Context: an optimization exercise on an open-source flow, tuned for small area. The choices shown serve that exercise and are no tape-out recipe.
Function was checked by simulation only, so behaviour that the tests miss may differ from the original.

==> design.v <==
module mux
(input [3:0] st, input [8:0] X,
 output [3:0] nst, output ldx, flag,
 output [6:0] display0, display1, display2, display3);
comb_core core(
  .st(st), .X(X), .nst(nst), .ldx(ldx), .flag(flag),
  .display0(display0), .display1(display1), .display2(display2), .display3(display3));
endmodule
module comb_core
(input [3:0] st, input [8:0] X, output [3:0] nst, output ldx, flag, output [6:0] display0, display1, display2, display3);
wire n0;
wire n1;
wire n2;
wire n3;
wire n4;
wire n5;
wire n6;
wire n7;
wire n8;
wire n9;
wire n10;
wire n11;
wire n12;
wire n13;
wire n14;
wire n15;
wire n16;
wire n17;
wire n18;
wire n19;
wire n20;
wire n21;
wire n22;
wire n23;
wire n24;
wire n25;
wire n26;
wire n27;
wire n28;
wire n29;
wire n30;
wire n31;
wire n32;
wire n33;
wire n34;
wire n35;
wire n36;
wire n37;
wire n38;
wire n39;
wire n40;
wire n41;
wire n42;
wire n43;
wire n44;
wire n45;
wire n46;
wire n47;
wire n48;
wire n49;
wire n50;
wire n51;
wire n52;
wire n53;
wire n54;
wire n55;
wire n56;
wire n57;
wire n58;
wire n59;
wire n60;
wire n61;
wire n62;
wire n63;
wire n64;
wire n65;
wire n66;
wire n67;
wire n68;
wire n69;
wire n70;
wire n71;
wire n72;
wire n73;
wire n74;
wire n75;
wire n76;
wire n77;
wire n78;
wire n79;
wire n80;
wire n81;
wire n82;
wire n83;
wire n84;
wire n85;
wire n86;
wire n87;
wire n88;
wire n89;
wire n90;
wire n91;
wire n92;
wire n93;
wire n94;
wire n95;
wire n96;
wire n97;
wire n98;
wire n99;
wire n100;
wire n101;
wire n102;
wire n103;
wire n104;
wire n105;
wire n106;
wire n107;
wire n108;
wire n109;
wire n110;
wire n111;
wire n112;
wire n113;
wire n114;
wire n115;
wire n116;
wire n117;
wire n118;
wire n119;
wire n120;
wire n121;
wire n122;
wire n123;
wire n124;
wire n125;
wire n126;
wire n127;
wire n128;
wire n129;
wire n130;
wire n131;
wire n132;
wire n133;
wire n134;
wire n135;
wire n136;
wire n137;
wire n138;
wire n139;
wire n140;
wire n141;
wire n142;
wire n143;
wire n144;
wire n145;
wire n146;
wire n147;
wire n148;
wire n149;
wire n150;
wire n151;
wire n152;
wire n153;
wire n154;
wire n155;
wire n156;
wire n157;
wire n158;
wire n159;
wire n160;
wire n161;
wire n162;
wire n163;
wire n164;
wire n165;
wire n166;
wire n167;
wire n168;
wire n169;
wire n170;
wire n171;
wire n172;
wire n173;
wire n174;
wire n175;
wire n176;
wire n177;
wire n178;
wire n179;
wire n180;
wire n181;
wire n182;
wire n183;
wire n184;
wire n185;
wire n186;
wire n187;
wire n188;
wire n189;
wire n190;
wire n191;
wire n192;
wire n193;
wire n194;
wire n195;
wire n196;
wire n197;
wire n198;
wire n199;
wire n200;
wire n201;
wire n202;
wire n203;
wire n204;
wire n205;
wire n206;
wire n207;
wire n208;
wire n209;
wire n210;
wire n211;
wire n212;
wire n213;
wire n214;
wire n215;
wire n216;
wire n217;
wire n218;
wire n219;
wire n220;
wire n221;
wire n222;
wire n223;
wire n224;
wire n225;
wire n226;
wire n227;
wire n228;
wire n229;
wire n230;
wire n231;
wire n232;
wire n233;
wire n234;
wire n235;
wire n236;
wire n237;
wire n238;
wire n239;
wire n240;
wire n241;
wire n242;
wire n243;
wire n244;
wire n245;
wire n246;
wire n247;
wire n248;
wire n249;
wire n250;
wire n251;
wire n252;
wire n253;
wire n254;
wire n255;
wire n256;
wire n257;
wire n258;
wire n259;
wire n260;
wire n261;
wire n262;
wire n263;
wire n264;
wire n265;
wire n266;
wire n267;
wire n268;
wire n269;
wire n270;
wire n271;
wire n272;
wire n273;
wire n274;
wire n275;
wire n276;
wire n277;
wire n278;
wire n279;
wire n280;
wire n281;
wire n282;
wire n283;
wire n284;
wire n285;
wire n286;
wire n287;
wire n288;
wire n289;
wire n290;
wire n291;
wire n292;
wire n293;
wire n294;
wire n295;
wire n296;
wire n297;
wire n298;
wire n299;
wire n300;
wire n301;
wire n302;
wire n303;
wire n304;
wire n305;
wire n306;
wire n307;
wire n308;
wire n309;
wire n310;
wire n311;
wire n312;
wire n313;
wire n314;
wire n315;
wire n316;
wire n317;
wire n318;
wire n319;
wire n320;
wire n321;
wire n322;
wire n323;
wire n324;
wire n325;
wire n326;
wire n327;
wire n328;
wire n329;
wire n330;
wire n331;
wire n332;
wire n333;
wire n334;
wire n335;
wire n336;
wire n337;
wire n338;
wire n339;
wire n340;
wire n341;
wire n342;
wire n343;
wire n344;
wire n345;
wire n346;
wire n347;
wire n348;
wire n349;
wire n350;
wire n351;
wire n352;
wire n353;
wire n354;
wire n355;
assign n0 = ~st[2] & ~st[3];
assign n1 = st[0] & st[3];
assign n2 = ~st[0] & ~st[3];
assign n3 = ~n1 & ~n2;
assign n4 = ~n0 & ~n3;
assign n5 = st[1] & n4;
assign n6 = st[0] & n0;
assign nst[0] = ~n5 & ~n6;
assign n7 = ~st[0] & st[1];
assign n8 = ~st[1] & ~n2;
assign n9 = ~n7 & ~n8;
assign n10 = ~st[2] & n9;
assign n11 = ~n0 & n7;
assign nst[1] = ~(~n10 & ~n11);
assign n12 = ~st[3] & ~n7;
assign n13 = ~n8 & n12;
assign n14 = st[2] & ~n13;
assign n15 = ~n1 & ~n14;
assign nst[2] = nst[1] & ~n15;
assign ldx = ~(st[1] & nst[1]);
assign nst[3] = ~n1 & ~ldx;
assign n16 = ~n1 & ~n7;
assign n17 = ~n14 & n16;
assign flag = ~nst[1] & ~n17;
assign n18 = ~st[1] & ~st[2];
assign n19 = ~st[0] & n18;
assign n20 = st[3] & ~n19;
assign n21 = ~X[2] & X[3];
assign n22 = X[2] & ~X[3];
assign n23 = ~n21 & ~n22;
assign n24 = st[2] & X[1];
assign n25 = ~n23 & ~n24;
assign n26 = X[1] & n20;
assign n27 = X[0] & n20;
assign n28 = X[2] & n26;
assign n29 = ~n27 & ~n28;
assign n30 = X[1] & ~X[3];
assign n31 = ~n29 & ~n30;
assign n32 = ~X[3] & n29;
assign n33 = ~n31 & ~n32;
assign n34 = ~n14 & ~n33;
assign n35 = ~X[0] & ~n34;
assign n36 = n20 & n25;
assign n37 = ~n35 & n36;
assign n38 = ~X[0] & n30;
assign n39 = n20 & ~n38;
assign n40 = ~X[2] & ~n37;
assign n41 = n39 & ~n40;
assign n42 = ~n14 & ~n41;
assign n43 = n33 & ~n42;
assign n44 = ~n37 & ~n43;
assign n45 = ~X[5] & ~n22;
assign n46 = X[0] & X[5];
assign n47 = n21 & ~n46;
assign n48 = ~n21 & ~n45;
assign n49 = X[0] & n48;
assign n50 = ~n47 & ~n49;
assign n51 = ~X[2] & ~X[4];
assign n52 = X[3] & ~n51;
assign n53 = X[2] & X[4];
assign n54 = n52 & ~n53;
assign n55 = ~X[3] & X[4];
assign n56 = ~n54 & ~n55;
assign n57 = X[0] & ~n56;
assign n58 = X[1] & n57;
assign n59 = ~n23 & n58;
assign n60 = X[1] & X[4];
assign n61 = X[3] & ~n60;
assign n62 = X[1] & ~n55;
assign n63 = ~n61 & n62;
assign n64 = ~X[1] & ~n21;
assign n65 = ~n63 & ~n64;
assign n66 = X[3] & X[4];
assign n67 = ~n59 & n65;
assign n68 = ~n66 & ~n67;
assign n69 = ~n50 & ~n68;
assign n70 = n61 & ~n69;
assign n71 = X[4] & ~n50;
assign n72 = X[1] & n71;
assign n73 = ~n70 & ~n72;
assign n74 = X[1] & X[5];
assign n75 = ~n53 & ~n74;
assign n76 = X[1] & n53;
assign n77 = X[5] & n76;
assign n78 = X[0] & X[6];
assign n79 = ~n75 & ~n77;
assign n80 = n78 & ~n79;
assign n81 = ~n75 & ~n78;
assign n82 = ~n77 & n81;
assign n83 = ~n80 & ~n82;
assign n84 = ~n73 & ~n83;
assign n85 = n20 & ~n84;
assign n86 = n73 & n83;
assign n87 = n85 & ~n86;
assign n88 = X[7] & n87;
assign n89 = ~X[7] & ~n87;
assign n90 = ~n88 & ~n89;
assign n91 = X[4] & n41;
assign n92 = ~n29 & ~n41;
assign n93 = X[3] & n92;
assign n94 = ~n91 & ~n93;
assign n95 = X[1] & ~n23;
assign n96 = ~n57 & ~n95;
assign n97 = n20 & ~n96;
assign n98 = ~n59 & n97;
assign n99 = ~X[5] & n98;
assign n100 = X[5] & ~n98;
assign n101 = ~n99 & ~n100;
assign n102 = n94 & ~n101;
assign n103 = ~X[5] & ~n98;
assign n104 = n46 & ~n68;
assign n105 = ~X[5] & n68;
assign n106 = ~X[0] & ~n65;
assign n107 = n20 & ~n106;
assign n108 = ~n104 & ~n105;
assign n109 = n107 & n108;
assign n110 = X[6] & n109;
assign n111 = ~X[6] & ~n109;
assign n112 = ~n110 & ~n111;
assign n113 = ~n103 & n112;
assign n114 = ~n102 & n113;
assign n115 = ~n110 & ~n114;
assign n116 = n90 & ~n115;
assign n117 = n14 & ~n116;
assign n118 = ~n90 & n115;
assign n119 = X[0] & X[7];
assign n120 = X[1] & X[6];
assign n121 = ~n119 & ~n120;
assign n122 = X[0] & X[1];
assign n123 = X[6] & n122;
assign n124 = X[7] & n123;
assign n125 = ~n121 & ~n124;
assign n126 = X[2] & ~n125;
assign n127 = X[5] & n126;
assign n128 = X[2] & X[5];
assign n129 = ~n121 & ~n128;
assign n130 = ~n124 & n129;
assign n131 = ~n127 & ~n130;
assign n132 = ~n75 & ~n82;
assign n133 = n131 & ~n132;
assign n134 = ~n131 & n132;
assign n135 = ~n55 & ~n133;
assign n136 = ~n134 & n135;
assign n137 = ~n133 & ~n134;
assign n138 = n55 & ~n137;
assign n139 = ~n136 & ~n138;
assign n140 = ~X[1] & ~X[5];
assign n141 = ~n75 & ~n140;
assign n142 = n52 & n141;
assign n143 = X[0] & n142;
assign n144 = n84 & n143;
assign n145 = ~n84 & ~n142;
assign n146 = ~n144 & ~n145;
assign n147 = n139 & ~n146;
assign n148 = n20 & ~n147;
assign n149 = ~n139 & n146;
assign n150 = n148 & ~n149;
assign n151 = ~n14 & n150;
assign n152 = n117 & ~n118;
assign n153 = ~n151 & ~n152;
assign n154 = ~n102 & ~n103;
assign n155 = ~n112 & ~n154;
assign n156 = n112 & n154;
assign n157 = n14 & ~n156;
assign n158 = ~n14 & n87;
assign n159 = ~n155 & n157;
assign n160 = ~n158 & ~n159;
assign n161 = ~X[8] & n150;
assign n162 = X[8] & ~n150;
assign n163 = ~n161 & ~n162;
assign n164 = ~n88 & ~n116;
assign n165 = n163 & n164;
assign n166 = n14 & ~n165;
assign n167 = ~n163 & ~n164;
assign n168 = n166 & ~n167;
assign n169 = ~n139 & ~n145;
assign n170 = ~n144 & ~n169;
assign n171 = ~n121 & ~n130;
assign n172 = X[1] & X[7];
assign n173 = X[2] & X[6];
assign n174 = ~n172 & n173;
assign n175 = n172 & ~n173;
assign n176 = ~n174 & ~n175;
assign n177 = X[0] & X[8];
assign n178 = ~n66 & ~n177;
assign n179 = n66 & n177;
assign n180 = ~n178 & ~n179;
assign n181 = ~n176 & n180;
assign n182 = n176 & ~n180;
assign n183 = ~n181 & ~n182;
assign n184 = ~n171 & n183;
assign n185 = n171 & ~n183;
assign n186 = ~n184 & ~n185;
assign n187 = X[3] & X[5];
assign n188 = ~n136 & ~n187;
assign n189 = ~n133 & n188;
assign n190 = X[3] & ~n134;
assign n191 = X[5] & n190;
assign n192 = ~n189 & ~n191;
assign n193 = ~n186 & n192;
assign n194 = n186 & ~n192;
assign n195 = ~n193 & ~n194;
assign n196 = ~st[2] & n20;
assign n197 = ~n170 & ~n195;
assign n198 = n196 & ~n197;
assign n199 = n170 & n195;
assign n200 = n198 & ~n199;
assign n201 = ~n168 & ~n200;
assign n202 = n160 & ~n201;
assign n203 = ~n153 & ~n202;
assign n204 = ~n94 & n101;
assign n205 = n14 & ~n102;
assign n206 = ~n14 & ~n109;
assign n207 = ~n204 & n205;
assign n208 = ~n206 & ~n207;
assign n209 = ~n160 & n201;
assign n210 = ~n202 & ~n209;
assign n211 = n203 & ~n208;
assign n212 = ~n210 & ~n211;
assign n213 = ~n14 & n98;
assign n214 = ~X[4] & ~n41;
assign n215 = n14 & ~n91;
assign n216 = ~n214 & n215;
assign n217 = ~n213 & ~n216;
assign n218 = n212 & n217;
assign n219 = n153 & n202;
assign n220 = ~n211 & ~n219;
assign n221 = ~n208 & ~n210;
assign n222 = ~n220 & ~n221;
assign n223 = ~n203 & n208;
assign n224 = n220 & ~n223;
assign n225 = n218 & ~n222;
assign n226 = ~n224 & ~n225;
assign n227 = ~n44 & ~n226;
assign n228 = n218 & n224;
assign n229 = ~n217 & n222;
assign n230 = ~n228 & ~n229;
assign n231 = n44 & n226;
assign n232 = n230 & ~n231;
assign n233 = ~n227 & n232;
assign n234 = X[1] & n27;
assign n235 = ~X[1] & ~n27;
assign n236 = ~n14 & ~n26;
assign n237 = ~n235 & ~n236;
assign n238 = ~n234 & n237;
assign n239 = ~n14 & ~n27;
assign n240 = ~X[2] & ~n26;
assign n241 = ~n239 & ~n240;
assign n242 = ~n28 & n241;
assign n243 = ~n218 & ~n222;
assign n244 = ~n212 & ~n217;
assign n245 = n243 & ~n244;
assign n246 = n231 & n245;
assign n247 = n230 & n231;
assign n248 = ~n245 & ~n247;
assign n249 = ~n246 & ~n248;
assign n250 = ~n233 & ~n242;
assign n251 = ~n249 & ~n250;
assign n252 = ~n242 & n249;
assign n253 = ~n233 & ~n238;
assign n254 = ~n251 & ~n252;
assign n255 = ~n253 & ~n254;
assign n256 = ~n44 & ~n230;
assign n257 = n248 & ~n256;
assign n258 = n233 & ~n242;
assign n259 = n233 & n245;
assign n260 = n257 & ~n258;
assign n261 = ~n259 & ~n260;
assign n262 = ~n252 & n261;
assign n263 = ~n238 & n262;
assign n264 = ~n254 & ~n263;
assign n265 = n255 & ~n262;
assign n266 = n264 & ~n265;
assign n267 = ~n233 & n255;
assign n268 = ~n262 & ~n267;
assign n269 = n238 & n268;
assign n270 = ~n263 & ~n269;
assign n271 = ~n1 & ~n196;
assign n272 = ~n239 & ~n271;
assign n273 = ~n270 & ~n272;
assign n274 = n270 & n272;
assign n275 = X[0] & ~n20;
assign n276 = n14 & n275;
assign n277 = ~n251 & n263;
assign n278 = ~n264 & ~n277;
assign n279 = ~n276 & n278;
assign n280 = n276 & ~n278;
assign n281 = ~n279 & ~n280;
assign n282 = ~n273 & ~n274;
assign display0[3] = n281 & ~n282;
assign display0[0] = ~n266 & display0[3];
assign n283 = ~n272 & n281;
assign n284 = ~n270 & ~n279;
assign n285 = n266 & n283;
assign n286 = ~n284 & ~n285;
assign display0[1] = ~display0[3] & ~n286;
assign n287 = n270 & n279;
assign n288 = ~n266 & ~n284;
assign display0[4] = ~(~n272 & ~display0[3]);
assign n289 = ~n287 & n288;
assign n290 = ~n283 & n289;
assign display0[2] = ~display0[4] & n290;
assign n291 = ~n283 & ~n287;
assign display0[5] = n288 & n291;
assign display0[6] = n281 & n286;
assign n292 = ~n153 & n201;
assign n293 = ~n222 & n292;
assign n294 = ~n219 & ~n293;
assign n295 = n226 & ~n246;
assign n296 = ~n228 & ~n295;
assign n297 = ~n294 & n296;
assign n298 = ~n201 & ~n219;
assign n299 = ~n212 & ~n222;
assign n300 = ~n228 & ~n299;
assign n301 = ~n298 & n300;
assign n302 = n298 & ~n300;
assign n303 = ~n301 & ~n302;
assign n304 = ~n249 & ~n258;
assign n305 = ~n303 & ~n304;
assign n306 = ~n203 & ~n300;
assign n307 = n298 & n306;
assign n308 = n294 & ~n296;
assign n309 = ~n307 & ~n308;
assign n310 = n305 & n309;
assign n311 = ~n297 & ~n303;
assign n312 = n297 & n303;
assign n313 = ~n311 & ~n312;
assign n314 = n304 & ~n313;
assign n315 = ~n296 & n307;
assign n316 = ~n297 & ~n315;
assign n317 = n314 & ~n316;
assign n318 = ~n297 & n310;
assign n319 = ~n317 & ~n318;
assign n320 = ~n305 & ~n309;
assign n321 = n316 & ~n320;
assign n322 = n268 & ~n321;
assign n323 = ~n268 & n321;
assign n324 = ~n322 & ~n323;
assign n325 = ~n310 & ~n313;
assign n326 = ~n304 & ~n325;
assign n327 = ~n314 & ~n326;
assign n328 = ~n322 & n327;
assign n329 = n319 & ~n328;
assign n330 = ~n268 & ~n328;
assign n331 = ~n329 & ~n330;
assign n332 = ~n265 & ~n277;
assign n333 = ~n287 & n332;
assign n334 = n319 & n324;
assign n335 = n331 & n333;
assign n336 = ~n334 & ~n335;
assign n337 = n327 & n334;
assign display1[6] = ~n336 & ~n337;
assign display1[4] = ~(~n333 & ~n337);
assign n338 = n333 & ~display1[6];
assign display1[3] = display1[4] & ~n338;
assign display1[0] = n334 & display1[3];
assign display1[1] = n331 & ~display1[3];
assign n339 = n322 & ~n327;
assign n340 = n324 & ~n333;
assign n341 = n329 & ~n333;
assign n342 = ~n339 & n341;
assign display1[2] = ~n340 & n342;
assign n343 = n329 & ~n339;
assign display1[5] = ~n340 & n343;
assign n344 = n268 & ~n327;
assign n345 = ~n321 & ~n344;
assign n346 = n319 & ~n345;
assign n347 = ~n294 & ~n312;
assign n348 = ~n298 & ~n347;
assign n349 = ~n325 & ~n348;
assign n350 = n325 & n348;
assign n351 = ~n349 & ~n350;
assign n352 = ~n294 & ~n325;
assign display2[4] = ~(n346 & ~n352);
assign n353 = ~n346 & ~n351;
assign display2[3] = display2[4] & ~n353;
assign display2[0] = ~n325 & display2[3];
assign n354 = ~n307 & ~n347;
assign display2[1] = ~display2[3] & ~n354;
assign display2[2] = n346 & n350;
assign n355 = ~n300 & n346;
assign display2[5] = n348 & ~n355;
assign display2[6] = n351 & ~display2[1];
assign display3[0] = n203 & n351;
assign display3[1] = 1'b0;
assign display3[2] = 1'b0;
assign display3[6] = 1'b1;
assign display3[3] = display3[0];
assign display3[4] = display3[0];
assign display3[5] = display3[0];
endmodule
module bo
(input clock, ldx,
 input [8:0] X,
 output reg [8:0] regX);
always @(posedge clock)
	if (ldx)
		regX <= X;
endmodule
module bc
(input clock, start,
 input [3:0] nst,
 output reg [3:0] state);
always @(posedge clock)
	if (start)
		state <= nst;
	else
		case (state)
			4'd3, 4'd10: state <= 4'd9;
			4'd11: state <= 4'd5;
			4'd6: state <= 4'd12;
			4'd14: state <= 4'd13;
			default: state <= 4'd2;
		endcase
endmodule
module main
(input clk,
input start,
input[9:0] x,
output flag,
output [6:0] hex0, hex1, hex2, hex3);
wire [3:0] state, nst;
wire [8:0] regX;
wire ldx;
bc comandBlock(.clock(clk), .start(start), .nst(nst), .state(state));
bo operatorBlock(.clock(clk), .ldx(ldx), .X(x[8:0]), .regX(regX));
mux comb(.st(state), .X(regX), .nst(nst), .ldx(ldx), .flag(flag),
          .display0(hex0), .display1(hex1), .display2(hex2), .display3(hex3));
endmodule
==> flow/run.sh <==
#!/bin/bash
# Standard layout with these changes:
#  - synthesis is the standard one except that ABC maps for area with amap
#    (flow/map.abc) and Yosys's full-adder extraction is skipped;
#  - then every combinational cell is set to its smallest drive strength
#    (the flow's own repair steps size up whatever needs it);
#  - the port buffers are buf_1;
#  - clock tree synthesis uses clkbuf_4 and adds no dummy loads.
# Each step's output goes to its own log file here.
set -euo pipefail
R=orfs/results/$FLOW_PLATFORM/main/base
bash flow/mksynth.sh . flow/map.abc synth_recipe.tcl > mksynth.log 2>&1
bash standard.sh SYNTH_SCRIPT=$PWD/my_synth_recipe.tcl ADDER_MAP_FILE= synth > synth.log 2>&1
cp $R/1_2_yosys.v 1_2_yosys.amap.v
python3 flow/downsize.py $FLOW_HOME/platforms/$FLOW_PLATFORM/lib/sky130_fd_sc_hd__tt_025C_1v80.lib \
    1_2_yosys.amap.v $R/1_2_yosys.v > downsize.log 2>&1
bash standard.sh 'BUFFER_PORTS_ARGS=-buffer_cell sky130_fd_sc_hd__buf_1' \
    'CTS_ARGS=-sink_clustering_enable -repair_clock_nets -buf_list sky130_fd_sc_hd__clkbuf_8 -root_buf sky130_fd_sc_hd__clkbuf_8 -dont_use_dummy_load -sink_clustering_size 50 -sink_clustering_max_diameter 2000 -sink_clustering_levels 1' \
    finish > layout.log 2>&1
==> flow/downsize.py <==
# Rewrites a mapped netlist with each combinational cell X_N replaced by the
# smallest-area drive strength of X that has the same pins. Flip-flops keep
# their cell (their drive strength may change, but is left as is here).
import re, sys
lib, src, dst = sys.argv[1:4]
t = open(lib).read()
cells = {}
for m in re.finditer(r'\n\s*cell\s*\(\s*"?(\w+)"?\s*\)\s*\{', t):
    name = m.group(1)
    body = t[m.end():m.end() + 20000]
    nxt = re.search(r'\n\s*cell\s*\(', body)
    if nxt: body = body[:nxt.start()]
    area = float(re.search(r'area\s*:\s*([\d.]+)', body).group(1))
    pins = tuple(sorted(re.findall(r'\n\s*pin\s*\(\s*"?(\w+)"?\s*\)', body)))
    seq = bool(re.search(r'\bff\s*\(|\blatch\s*\(|statetable', body))
    cells[name] = (area, pins, seq)
dont = set()
def family(n):
    m = re.match(r'(sky130_fd_sc_hd__\w+?)_(\d+)$', n)
    return m.group(1) if m else None
best = {}
for n, (a, p, s) in cells.items():
    f = family(n)
    if f is None or s or 'lpflow' in n or 'probe' in n: continue
    k = (f, p)
    if k not in best or a < cells[best[k]][0]:
        best[k] = n
v = open(src).read()
count = {}
out = []
for line in v.split('\n'):
    m = re.match(r'^(\s*)(sky130_fd_sc_hd__\w+)(\s.*)$', line)
    if m:
        n = m.group(2)
        if n in cells and not cells[n][2]:
            f = family(n)
            if f and not f.endswith('conb'):
                b = best.get((f, cells[n][1]), n)
                if b != n:
                    count[(n, b)] = count.get((n, b), 0) + 1
                    line = m.group(1) + b + m.group(3)
    out.append(line)
open(dst, 'w').write('\n'.join(out))
for (a, b), c in sorted(count.items()):
    print(a, '->', b, c)
==> flow/map.abc <==
strash
dc2
dch -f
amap
topo
==> flow/mksynth.sh <==
#!/bin/bash
# mksynth.sh DIR ABC_SCRIPT FLOW_SYNTH_TCL: writes DIR/my_synth.tcl (ORFS's synth.tcl
# with the ABC mapping script replaced) and DIR/my_synth_recipe.tcl (the standard flow's
# synthesis script, sourcing my_synth.tcl instead of ORFS's synth.tcl).
set -euo pipefail
D=$(cd "$1" && pwd); A=$(cd "$(dirname "$2")" && pwd)/$(basename "$2")
sed "s#^\(\s*\)log_cmd abc {\*}\$abc_args#\1log_cmd abc {*}[lreplace \$abc_args 1 1 $A]#" \
    $FLOW_HOME/scripts/synth.tcl > $D/my_synth.tcl
grep -q "lreplace" $D/my_synth.tcl
sed "s#^source \$::env(SCRIPTS_DIR)/synth.tcl#source $D/my_synth.tcl#" "$3" > $D/my_synth_recipe.tcl
grep -q "my_synth.tcl" $D/my_synth_recipe.tcl
==> standard.sh <==
#!/bin/bash
# synth_recipe.tcl (not shown) runs the flow's synth.tcl, then flattens the netlist and writes it again
# the make line also repeats each setting of config.mk as NAME=value (left out here)
make -C /OpenROAD-flow-scripts/flow DESIGN_CONFIG=/design/flow/config.mk WORK_HOME=/design/flow/orfs CLKGATE_MAP_FILE= SYNTH_SCRIPT=/design/flow/synth_recipe.tcl "${@:-finish}"
==> config.mk <==
export PLATFORM = sky130hd
export DESIGN_NAME = main
export DESIGN_NICKNAME = main
export VERILOG_FILES = /design/flow/design.v
export SDC_FILE = /design/flow/constraint.sdc
export NUM_CORES = 4
export LEC_CHECK = 0
export ABC_AREA = 1
export CAP_MARGIN = 20
export CORE_MARGIN = 2
export CORE_UTILIZATION = 40
export SLEW_MARGIN = 20
==> constraint.sdc <==
create_clock -name core_clock -period 16.0 [get_ports {clk}]
set_input_delay 3.2000 -clock core_clock [delete_from_list [all_inputs] [get_ports {clk}]]
set_output_delay 3.2000 -clock core_clock [all_outputs]
set_load 0.01 [all_outputs]
==> results of run 1 <==
## stage by stage
stage | instances
6_report | 381
2_1_floorplan | 297
5_1_grt | 381
4_1_cts | 381
3_5_place_dp | 378
3_3_place_gp | 378
## worst min-delay path: cells and delay by family (launching register included)
kind	cells	cell delay, ns
AND/OR/NAND/NOR	2	0.13
buffers and inverters	1	0.06
flip-flops	1	0.33
## sequential cells by signal (all words and copies together), names as in the netlist
register / flops
operatorBlock.regX: 9
comandBlock.state: 4
## worst paths after layout
check | from | to | slack (ns) | cells after the start
max | comandBlock.state[2]$_DFF_P_ | hex1[1] | 4.41 | 45
min | comandBlock.state[0]$_DFF_P_ | comandBlock.state[3]$_DFF_P_ | 0.56 | 3
max reg2reg | comandBlock.state[1]$_DFF_P_ | comandBlock.state[1]$_DFF_P_ | 14.06 | 6
min reg2reg | comandBlock.state[0]$_DFF_P_ | comandBlock.state[3]$_DFF_P_ | 0.56 | 3
## metal layers
layer  routed length (µm)  share of wire, %  global-route usage (%)  up-vias
met5                    0                 0                       0        -
met1                 2080                51                    24.5      871
met3                  161               3.9                   0.439        6
met2                 1820                44                    29.1       47
li1                     -                 -                       -     1109
met4                   43               1.0                    5.23        0
## placed cells by master (no fill, tap or decap)
cell       instances
a211oi_1           3
buf_4              1
o211ai_1           3
conb_1             3
buf_1             36
o21a_1             5
o221ai_1           4
a22o_1             1
nand2b_1           1
o22ai_1           11
o31ai_1            1
nand3_1            1
and2_0             1
nor3_1            12
o32ai_1            4
edfxtp_1           9
clkbuf_8           3
a21oi_1           33
clkinv_1          39
nor4_1             1
o21ai_0           31
o32a_1             2
a31oi_1            4
a211o_1            1
a2111oi_0          1
or2_0              3
and3_1             2
nand2_1           27
nor2_1            77
or3_1              1
nor2b_1            6
dfxtp_1            4
## layout make-up
cell class                 instances  area share, %
inverter                          39           7.61
multi-input combinational        239           61.4
sequential                        13           18.2
clock buffer                       3           2.15
timing repair buffer              37           7.41
tap                               50           3.25
==> results.py, run 1 <==
metrics = {
    "outcome": {
        "status": "timing/DRC/antenna clean",
    },
    "global_routing": {
        "first_global_vias": 1725,
        "grt_usage_pct": 17.4,
        "grt_antenna_before_repair": 0,
        "grt_start_max_net_pins": 12,
        "grt_pass1_wl_um": 7240,
        "grt_overflow": 0,
    },
    "finish": {
        "design_area_mm2": 0.00192,
        "syn2layout_area_growth_pct": 13.4,
        "nets": 345,
        "multiInputGateArea_mm2": 0.00118,
        "drive_gt1_share_pct": 1.21,
        "n_antenna_cell": 0,
        "post-route-util_pct": 47.8,
        "seqCellArea_um2": 350,
        "fillCellCount": 449,
    },
    "route": {
        "ant_nets": 0,
        "routed_via_density": 5.34,
        "drt-pass1-iter-count": 4,
        "totalWireLength_um": 4100,
        "via_count": 2033,
        "wl_per_cell_um": 10.8,
        "drc": 0,
        "drt_iter0_drc": 85,
    },
    "placed_design": {
        "io_buffers": 36,
        "dpl_cell_area_mm2": 0.00188,
        "hpwl_um": 3370,
        "gp_congestion": 0.823,
        "post-place-ws_ns": 4.74,
    },
    "critical_path": {
        "slowest_stage": "a31oi_1",
        "crit_path_max_fanout": 8,
        "required_ns": 12.80,
        "crit_buf_inv": 11,
        "max_stage_delay_ns": 0.54,
        "endpoint_kind": "output port",
        "cp-start-kind": "register",
        "crit_type": "reg2out",
        "worst_ep_arrival_time_ns": 8.39,
        "crit_family": "compound AO/OA/AOI/OAI gates",
    },
    "synth": {
        "synth_area_mm2": 0.00170,
        "syn_avg_cell_area_um2": 5.73,
        "syn_inst": 296,
        "ys_warn_count": 2,
    },
    "clock_tree": {
        "postCtsSetupRepairBufs": 0,
        "cts_made_buffers": 3,
        "clock_latency_ns": 0.24,
        "cts_resized": 0,
        "cts_buffer_depth": 2,
        "tritoncts": "built",
        "ctsHoldBuffers": 0,
        "htree_levels": 1,
        "clock_sinks": 13,
        "clk_pin_slew_ns": 0.05,
        "clockRootBuffer": "clkbuf_8",
    },
    "sta": {
        "max_freq_mhz": 86.3,
        "rsz0062_at_grt": "no",
        "post-route-period-util_pct": 72.4,
        "setup_violations": 0,
        "slew_viol_final": 0,
        "finClkSkew_ns": 0.00977,
        "setup_ws_ns": 4.41,
        "tns_ns": 0,
        "max_slew_margin_pct": 59.8,
        "finalHoldViolations": 0,
        "period_needed_ns": 11.59,
        "worstMarginPinSlew_ns": 0.601,
        "hold_ws_ns": 0.563,
    },
    "die": {
        "start_util_pct": 42.1,
        "io_pins": 41,
        "core-area_mm2": 0.00403,
        "rows": 23,
        "die_w_um": 69.1,
        "dieArea_mm2": 0.00478,
        "die_h_um": 69.1,
    },
    "min_path": {
        "min_path_type": "reg2reg",
    },
    "job": {
        "drv_cap": 0,
    },
}
==> inputs of run 2 (changes only) <==
--- a/flow/run.sh
+++ b/flow/run.sh
@@ -17,3 +17,3 @@
 bash standard.sh 'BUFFER_PORTS_ARGS=-buffer_cell sky130_fd_sc_hd__buf_1' \
-    'CTS_ARGS=-sink_clustering_enable -repair_clock_nets -buf_list sky130_fd_sc_hd__clkbuf_8 -root_buf sky130_fd_sc_hd__clkbuf_8 -dont_use_dummy_load -sink_clustering_size 50 -sink_clustering_max_diameter 2000 -sink_clustering_levels 1' \
+    'CTS_ARGS=-repair_clock_nets -buf_list sky130_fd_sc_hd__clkbuf_4 -root_buf sky130_fd_sc_hd__clkbuf_4 -dont_use_dummy_load' \
     finish > layout.log 2>&1
==> run 2 against run 1 <==
Against the previous run:
- global-route usage barely moved
- clock skew is 0.0023 ns higher
- flip-flop and latch count unchanged
- area after synthesis did not move
- still clean on timing, DRC and antenna
- setup slack worse by 0.11 ns
- hold slack gained 0.0049 ns
- register-to-register slack gained 0.02 ns
- synthesized cell count unchanged
- routed wire length about the same
==> results.py, run 2 <==
metrics = {
    "clock_tree": {
        "clock_latency_ns": 0.27,
        "cts_resized": 0,
        "cts_made_buffers": 3,
        "tritoncts": "built",
        "clock_sinks": 13,
        "htree_levels": 1,
        "ctsHoldBuffers": 0,
        "postCtsSetupRepairBufs": 0,
        "clk_pin_slew_ns": 0.06,
        "clockRootBuffer": "clkbuf_4",
        "cts_buffer_depth": 2,
    },
    "die": {
        "start_util_pct": 42.1,
        "die_h_um": 69.1,
        "die_w_um": 69.1,
        "core-area_mm2": 0.00403,
        "io_pins": 41,
        "dieArea_mm2": 0.00478,
        "rows": 23,
    },
    "critical_path": {
        "r2r-start": "comandBlock.state[1]$_DFF_P_",
        "cp-start-kind": "register",
        "r2r_slack_ns": 14.08,
        "crit_type": "reg2out",
        "crit_buf_inv": 11,
        "max_stage_delay_ns": 0.55,
        "crit_path_max_fanout": 8,
        "r2r_cells": 6,
        "worst_ep_arrival_time_ns": 8.50,
        "endpoint_kind": "output port",
        "r2r-end": "comandBlock.state[1]$_DFF_P_",
        "required_ns": 12.80,
        "crit_family": "compound AO/OA/AOI/OAI gates",
        "slowest_stage": "a31oi_1",
    },
    "sta": {
        "finalHoldViolations": 0,
        "slew_viol_final": 0,
        "worstMarginPinSlew_ns": 0.597,
        "setup_violations": 0,
        "setup_ws_ns": 4.30,
        "post-route-period-util_pct": 73.1,
        "max_slew_margin_pct": 59.2,
        "finClkSkew_ns": 0.0121,
        "period_needed_ns": 11.70,
        "max_freq_mhz": 85.4,
        "rsz0062_at_grt": "no",
        "tns_ns": 0,
    },
    "route": {
        "drt-pass1-iter-count": 4,
        "via_count": 2026,
        "drt_iter0_drc": 65,
        "ant_nets": 0,
        "wl_per_cell_um": 10.8,
        "totalWireLength_um": 4100,
        "drc": 0,
        "routed_via_density": 5.32,
    },
    "outcome": {
        "status": "timing/DRC/antenna clean",
    },
    "placed_design": {
        "dpl_cell_area_mm2": 0.00188,
        "gp_congestion": 0.823,
        "hpwl_um": 3370,
        "post-place-ws_ns": 4.74,
        "io_buffers": 36,
    },
    "global_routing": {
        "grt_start_max_net_pins": 12,
        "grt_antenna_before_repair": 0,
        "grt_usage_pct": 17.4,
        "grt_pass1_wl_um": 7220,
        "grt_overflow": 0,
        "first_global_vias": 1715,
    },
    "finish": {
        "largest-register": "operatorBlock.regX",
        "design_area_mm2": 0.00191,
        "syn2layout_area_growth_pct": 12.3,
        "largest_register_ffs": 9,
        "final_common_cell": "nor2_1",
        "fillCellCount": 451,
        "drive_gt1_share_pct": 1.21,
        "nets": 345,
        "n_antenna_cell": 0,
        "largest_registers": "operatorBlock.regX (9), comandBlock.state (4)",
        "layout_common_cells": "77 x nor2_1, 39 x clkinv_1, 36 x buf_1",
    },
    "min_path": {
        "hold_depth": 3,
        "hp-start": "comandBlock.state[0]$_DFF_P_",
        "hold_end": "comandBlock.state[3]$_DFF_P_",
        "min_path_type": "reg2reg",
    },
    "synth": {
        "synth_area_mm2": 0.00170,
        "syn_inst": 296,
        "syn_avg_cell_area_um2": 5.73,
        "ys_warn_count": 2,
    },
    "job": {
        "drv_cap": 0,
    },
}
run 2: worst max path at each step:
stage | slack [ns] | depth (start not counted) | from | endpoint
global route | 3.23 | 45 | comandBlock.state[2]$_DFF_P_ | hex1[1]
CTS | 4.44 | 45 | comandBlock.state[2]$_DFF_P_ | hex1[1]
finish | 4.30 | 45 | comandBlock.state[2]$_DFF_P_ | hex1[1]
global placement | 4.76 | 45 | comandBlock.state[2]$_DFF_P_ | hex1[1]
floorplan | 5.85 | 41 | comandBlock.state[0]$_DFF_P_ | hex1[1]
detailed placement | 4.74 | 45 | comandBlock.state[2]$_DFF_P_ | hex1[1]
run 2: layer usage:
layer  global-route usage, %  part of all wire, %
met1                    24.5                   51
met2                    29.0                   43
met3                   0.439                  4.2
met4                    5.23                  1.3
met5                       0                    0
run 2: cell type report:
type                       instances  area [µm²]  share of cell area (%)
multi-input combinational        239        1180                    62.0
timing repair buffer              37         143                    7.49
tap                               50        62.6                    3.28
sequential                        13         350                    18.4
clock buffer                       3        22.5                    1.18
inverter                          39         146                    7.68
run 2: per-stage QoR:
step | instances | hold WS [ns] | utilization (%)
after CTS | 381 | 0.572 | 47.3
after global placement | 378 | 0.550 | 46.7
after floorplan | 297 | 0.515 | -
final | 381 | 0.568 | 47.3
after detailed placement | 378 | 0.557 | 46.7
after global routing | 381 | 0.619 | 47.3
run 2: worst reg2reg max path: cells and delay by family (launching register included):
family	cells	cell delay, ns
AOI/OAI and AO/OA	2	0.54
buffers and inverters	2	0.31
and+or+nand+nor	2	0.61
DFF	1	0.35
==> inputs of run 3 (changes only) <==
--- a/flow/run.sh
+++ b/flow/run.sh
@@ -17,3 +17,3 @@
 bash standard.sh 'BUFFER_PORTS_ARGS=-buffer_cell sky130_fd_sc_hd__buf_1' \
-    'CTS_ARGS=-repair_clock_nets -buf_list sky130_fd_sc_hd__clkbuf_4 -root_buf sky130_fd_sc_hd__clkbuf_4 -dont_use_dummy_load' \
+    'CTS_ARGS=-sink_clustering_enable -repair_clock_nets -buf_list sky130_fd_sc_hd__clkbuf_4 -root_buf sky130_fd_sc_hd__clkbuf_4 -dont_use_dummy_load -sink_clustering_size 20 -sink_clustering_max_diameter 500' \
     finish > layout.log 2>&1
==> run 3 against run 2 <==
Against the previous run:
- still clean on timing, DRC and antenna
- count of clock-buffer cells in the layout is the same
- utilization is the same
- flip-flop and latch count unchanged
- maximum frequency unchanged
- cell count unchanged
- clock skew did not move
- final area stayed put
- setup slack unchanged
- non-clock buffer count stayed put
- via count is the same
- synthesized cell count did not move
- critical path type unchanged
- highest routed layer unchanged
==> results.py, run 3 <==
metrics = {
    "outcome": {
        "status": "timing/DRC/antenna clean",
    },
    "finish": {
        "multiInputGateArea_mm2": 0.00118,
        "largest-register": "operatorBlock.regX",
        "post-route-util_pct": 47.3,
        "fillCellCount": 451,
        "syn2layout_area_growth_pct": 12.3,
        "drive_gt1_share_pct": 1.21,
        "n_antenna_cell": 0,
        "largest_registers": "operatorBlock.regX (9), comandBlock.state (4)",
        "nets": 345,
        "largest_register_ffs": 9,
        "final_common_cell": "nor2_1",
        "seqCellArea_um2": 350,
        "layout_common_cells": "77 x nor2_1, 39 x clkinv_1, 36 x buf_1",
    },
    "clock_tree": {
        "cts_buffer_depth": 2,
        "tritoncts": "built",
        "clockRootBuffer": "clkbuf_4",
        "ctsHoldBuffers": 0,
        "cts_made_buffers": 3,
        "clock_sinks": 13,
        "htree_levels": 1,
        "cts_resized": 0,
        "clk_pin_slew_ns": 0.06,
        "postCtsSetupRepairBufs": 0,
        "clock_latency_ns": 0.27,
    },
    "sta": {
        "max_slew_margin_pct": 59.2,
        "slew_viol_final": 0,
        "setup_violations": 0,
        "max_freq_mhz": 85.4,
        "finalHoldViolations": 0,
        "period_needed_ns": 11.70,
        "rsz0062_at_grt": "no",
        "post-route-period-util_pct": 73.1,
        "worstMarginPinSlew_ns": 0.597,
        "tns_ns": 0,
        "finClkSkew_ns": 0.0121,
    },
    "route": {
        "routed_via_density": 5.32,
        "drt_iter0_drc": 65,
        "totalWireLength_um": 4100,
        "drt-pass1-iter-count": 4,
        "ant_nets": 0,
        "via_count": 2026,
        "drc": 0,
        "wl_per_cell_um": 10.8,
    },
    "global_routing": {
        "grt_antenna_before_repair": 0,
        "grt_usage_pct": 17.4,
        "grt_overflow": 0,
        "first_global_vias": 1715,
        "grt_pass1_wl_um": 7220,
        "grt_start_max_net_pins": 12,
    },
    "synth": {
        "syn_avg_cell_area_um2": 5.73,
        "ys_warn_count": 2,
        "synth_area_mm2": 0.00170,
        "syn_inst": 296,
    },
    "die": {
        "die_h_um": 69.1,
        "die_w_um": 69.1,
        "core-area_mm2": 0.00403,
        "start_util_pct": 42.1,
        "dieArea_mm2": 0.00478,
        "rows": 23,
        "io_pins": 41,
    },
    "min_path": {
        "hold_depth": 3,
        "min_path_type": "reg2reg",
    },
    "critical_path": {
        "worst_ep_arrival_time_ns": 8.50,
        "crit_path_max_fanout": 8,
        "cp-start-kind": "register",
        "slowest_stage": "a31oi_1",
        "max_stage_delay_ns": 0.55,
        "crit_type": "reg2out",
        "r2r_cells": 6,
        "required_ns": 12.80,
        "endpoint_kind": "output port",
    },
    "placed_design": {
        "io_buffers": 36,
        "hpwl_um": 3370,
        "gp_congestion": 0.823,
    },
    "job": {
        "drv_cap": 0,
    },
}
==> run 3: worst paths after layout <==
check,from,to,slack [ns]
worst min-delay path,comandBlock.state[0]$_DFF_P_,comandBlock.state[3]$_DFF_P_,0.57
worst max register to register,comandBlock.state[1]$_DFF_P_,comandBlock.state[1]$_DFF_P_,14.08
worst max-delay path,comandBlock.state[2]$_DFF_P_,hex1[1],4.30
worst min register to register,comandBlock.state[0]$_DFF_P_,comandBlock.state[3]$_DFF_P_,0.57
==> run 3: cell type report <==
class	count	share of cell area, %
clock buffers	3	1.18
inverters	39	7.68
multi-input cells	239	62.0
flip-flops and latches	13	18.4
well taps	50	3.28
repair buffers	37	7.49
==> run 3: per-stage QoR <==
step	cells	setup slack (ns)	hold WS [ns]	cell area [µm²]
after floorplan	297	5.85	0.515	1700
after global placement	378	4.76	0.550	1880
after detailed placement	378	4.74	0.557	1880
after CTS	381	4.44	0.572	1910
after global routing	381	3.23	0.619	1910
final	381	4.30	0.568	1910
==> run 3: routing by layer <==
metal	part of all wire [%]	vias up	track usage (%)
met3	4.2	7	0.439
met5	0	-	0
met2	43	52	29.0
met4	1.3	0	5.23
met1	51	858	24.5
li1	-	1109	-
==> run 3: worst max-delay path, delay by kind of cell (launching register included) <==
kind | cells | cell delay [ns]
buf+inv | 11 | 1.61
flops | 1 | 0.47
simple gates | 16 | 1.92
compound gates | 18 | 4.24

[separate check: timing with driven ports]
In the flow no input, the clock included, has a driving cell. The finished layouts below were timed again as built, in two steps.
Step 1 sets driving cells, clkbuf_16 on the clock port and buf_2 on the other inputs (assumed; they add their load-dependent delay and slew).
Step 2 times the ports against the registers' clock, not the clock port: input delays grow and output delays shrink by t, the midpoint of the rising clock arrivals with the driver on.
Three values: no drivers, after step 1, after step 2; two values: the first two.
run | shift t [ns] | setup slack, ns | worst setup path at the end | slew at the worst register clock pin (ns)
run 1 | 0.257 | 4.409 / 4.389 / 4.645 | register to output | 0.06 / 0.06
run 2 | 0.284 | 4.296 / 4.279 / 4.563 | register to output | 0.08 / 0.08
run 3 | 0.284 | 4.296 / 4.279 / 4.563 | register to output | 0.08 / 0.08
After both steps every run listed still meets setup and hold.
